Background: an optimization exercise with open tools, aiming at small area and a short achievable clock period. Do not read the settings as production practice. RTL that was checked went through simulation tests only; none was proved equivalent to the original. No activity file was given, so power comes from the tool's default toggle rates.

Design alu64_sync, start of the top module:
module alu64_sync(
    input clk,
    input en,
    input MD,
    input [2:0] OP,
    input [63:0] R1,
    input [63:0] R2,
    output reg EQ,
    output reg GT,
    output reg LT,
    output reg OVR,
    output reg [63:0] Q
    );
Size in the first run: ~2,600 cells after synthesis, about 0.016 mm² of cells after synthesis.
clock: 4.0 ns
lec_check: 0
abc_area: 1
cap_margin: 20
core_margin: 2
core_utilization: 40
setup_slack_margin: 2.0
slew_margin: 20
standard.sh (not shown) runs the stock make flow with config.mk's settings and CLKGATE_MAP_FILE= SYNTH_SCRIPT=/design/flow/synth_recipe.tcl, a recipe that flattens the netlist after the stock synthesis.
==> flow/flow/run.sh <==
#!/bin/bash
# Standard ORFS layout (the standard.sh), with the port buffers made from the
# smallest buffer cell instead of the one buffer_ports picks by default.
set -euo pipefail
bash standard.sh BUFFER_PORTS_ARGS="-buffer_cell sky130_fd_sc_hd__buf_1" finish > standard.log 2>&1
The first run ran to the end with no violations.
Then changed:
Settings changed: SETUP_SLACK_MARGIN 2.0 to 1.5.
The new run went through all stages and came out clean.
Non-clock buffer count went down by 12.
Via count shrinks by about 2.7%.
Count of clock-buffer cells in the layout goes up by 3.
Worst hold slack is better by 0.028 ns.
Final cell count came out lower by about 0.33%.
Global-route usage decreases by 0.42 points.
Total power stays flat.
Cell area drops by 1.6%.
No functional check of the RTL was part of any run of this note.

* * *

Another version of the RTL of alu64_sync (not shown whole).
Size: ~2400 cells after synthesis, roughly 200 I/O pins, ~15000 sq um of cells after synthesis.
Settings: LEC_CHECK=0, ABC_AREA=1, CAP_MARGIN=20, CORE_MARGIN=2, CORE_UTILIZATION=50, CTS_BUF_LIST=sky130_fd_sc_hd__clkbuf_4 sky130_fd_sc_hd__clkbuf_8, SETUP_SLACK_MARGIN=1.7, SLEW_MARGIN=20; clock period 4.0 ns.
==> flow/flow/run.sh <==
#!/bin/bash
# Layout flow: the standard.sh throughout, with two changes.
#  1. Synthesis runs with a copy of the ORFS scripts whose ABC area script is
#     replaced by flow/abc_area.script (ABC map with a required time of 2000 ps instead of delay-optimal mapping);
#     everything else in synthesis (synth_recipe.tcl, synth.tcl) is unchanged.
#  2. The port buffers use the smallest buffer cell (buf_1).
set -euo pipefail
rm -rf scripts_mod
cp -r "$FLOW_HOME/scripts" scripts_mod
cp flow/abc_area.script scripts_mod/abc_area.script
bash standard.sh SCRIPTS_DIR="$PWD/scripts_mod" ABC_AREA=1 synth > synth.log 2>&1
bash standard.sh BUFFER_PORTS_ARGS="-buffer_cell sky130_fd_sc_hd__buf_1" finish > standard.log 2>&1
==> flow/flow/abc_area.script <==
strash
dch
map -D 2000
topo
stime -c
buffer -c
upsize -c
dnsize -c
The first run completed with no timing, DRC or antenna violations.
Next try:
--- a/flow/flow/run.sh
+++ b/flow/flow/run.sh
@@ -2,5 +2,5 @@
 # Layout flow: the standard.sh throughout, with two changes.
 #  1. Synthesis runs with a copy of the ORFS scripts whose ABC area script is
-#     replaced by flow/abc_area.script (ABC map with a required time of 2000 ps instead of delay-optimal mapping);
+#     replaced by flow/abc_area.script (ABC map with a required time of 1500 ps instead of delay-optimal mapping);
 #     everything else in synthesis (synth_recipe.tcl, synth.tcl) is unchanged.
 #  2. The port buffers use the smallest buffer cell (buf_1).
==> flow/flow/abc_area.script (replaced) <==
strash
dch
map -D 1500
topo
stime -c
buffer -c
upsize -c
dnsize -c
What happened: The new run finished clean. Core utilization goes down by 5.6 points. Critical path depth does not change. Clock power barely changes. Maximum frequency goes up by roughly a tenth. Worst setup slack gets better by 310 ps. Global-route usage goes up by 0.72 points. Non-clock buffer count goes down by 57. Clock skew barely changes.
Next try:
==> flow/flow/run.sh (replaced) <==
#!/bin/bash
# Standard ORFS layout (the standard.sh), with the port buffers made from the
# smallest buffer cell instead of the one buffer_ports picks by default.
set -euo pipefail
bash standard.sh BUFFER_PORTS_ARGS="-buffer_cell sky130_fd_sc_hd__buf_1" finish > standard.log 2>&1
--- a/flow/config.mk
+++ b/flow/config.mk
@@ -11,4 +11,4 @@
 export CORE_UTILIZATION = 50
 export CTS_BUF_LIST = sky130_fd_sc_hd__clkbuf_4 sky130_fd_sc_hd__clkbuf_8
-export SETUP_SLACK_MARGIN = 1.7
+export SETUP_SLACK_MARGIN = 1.9
 export SLEW_MARGIN = 20
removed: flow/flow/abc_area.script
=>
- The new run completed without violations
- count of clock-buffer cells in the layout does not change
- utilization drops by 1.5 points
- die area climbs by a few percent
- setup slack improves by 260 ps
- register-to-register slack improves by 220 ps
- power barely changes
- cell area climbs slightly
- clock skew climbs by 5.2 ps
- maximum frequency climbs by roughly a tenth
Next try:
--- a/flow/config.mk
+++ b/flow/config.mk
@@ -9,6 +9,6 @@
 export CAP_MARGIN = 20
 export CORE_MARGIN = 2
-export CORE_UTILIZATION = 50
+export CORE_UTILIZATION = 40
 export CTS_BUF_LIST = sky130_fd_sc_hd__clkbuf_4 sky130_fd_sc_hd__clkbuf_8
-export SETUP_SLACK_MARGIN = 1.9
+export SETUP_SLACK_MARGIN = 1.7
 export SLEW_MARGIN = 20
What happened: The changed run finished clean. Worst setup slack got worse by 150 ps. First-iteration DRC count went down by 24%. Critical path depth goes down by 1. Total power falls by 10%. Via count went down by 5.0%. Die area rises by 24%. Register-to-register slack is worse by 120 ps. Routed wire length shrinks by 2.0%. Maximum frequency fell by 6.6%.

## what the ideal ports hide
The results above use ideal ports. As a check the final layouts listed here were re-extracted and re-timed, cells and wires unchanged. Step 1 sets driving cells, clkbuf_16 on the clock port and buf_2 on the other inputs (assumed; they add their load-dependent delay and slew). Step 2 adds t to the input delays and takes it off the output delays; t is the mean of the earliest and latest rising clock arrival at the registers after step 1. Input paths then give back, and output paths get back, about the clock's delay inside the block. Three values: ideal ports, drivers, drivers and shift; two values: the first two.
| run | t (ns) | setup slack, ns | latest minus earliest clock arrival (ns) | slew at the worst register clock pin (ns) | cell pins on the clock port's net |
|---|---|---|---|---|---|
| the first run of note 1 | 0.589 | 1.148 / 1.148 / 1.148 | 0.037 / 0.037 | 0.07 / 0.07 | 1 |
| the second run of note 1 | 0.590 | 1.273 / 1.273 / 1.273 | 0.018 / 0.018 | 0.07 / 0.07 | 1 |
| the first run of note 2 | 0.518 | 1.263 / 1.245 / 0.726 | 0.017 / 0.017 | 0.10 / 0.10 | 1 |
| the second run of note 2 | 0.508 | 1.569 / 1.484 / 0.977 | 0.021 / 0.021 | 0.11 / 0.11 | 1 |
| the third run of note 2 | 0.531 | 1.832 / 1.800 / 1.269 | 0.026 / 0.026 | 0.12 / 0.12 | 1 |
| the fourth run of note 2 | 0.532 | 1.679 / 1.707 / 1.175 | 0.019 / 0.019 | 0.10 / 0.10 | 1 |
After both steps setup and hold are still met in every run listed. For the second run of note 2, which loses most, drivers alone change the setup slack by -0.085 ns; drivers and shift together by -0.592 ns.
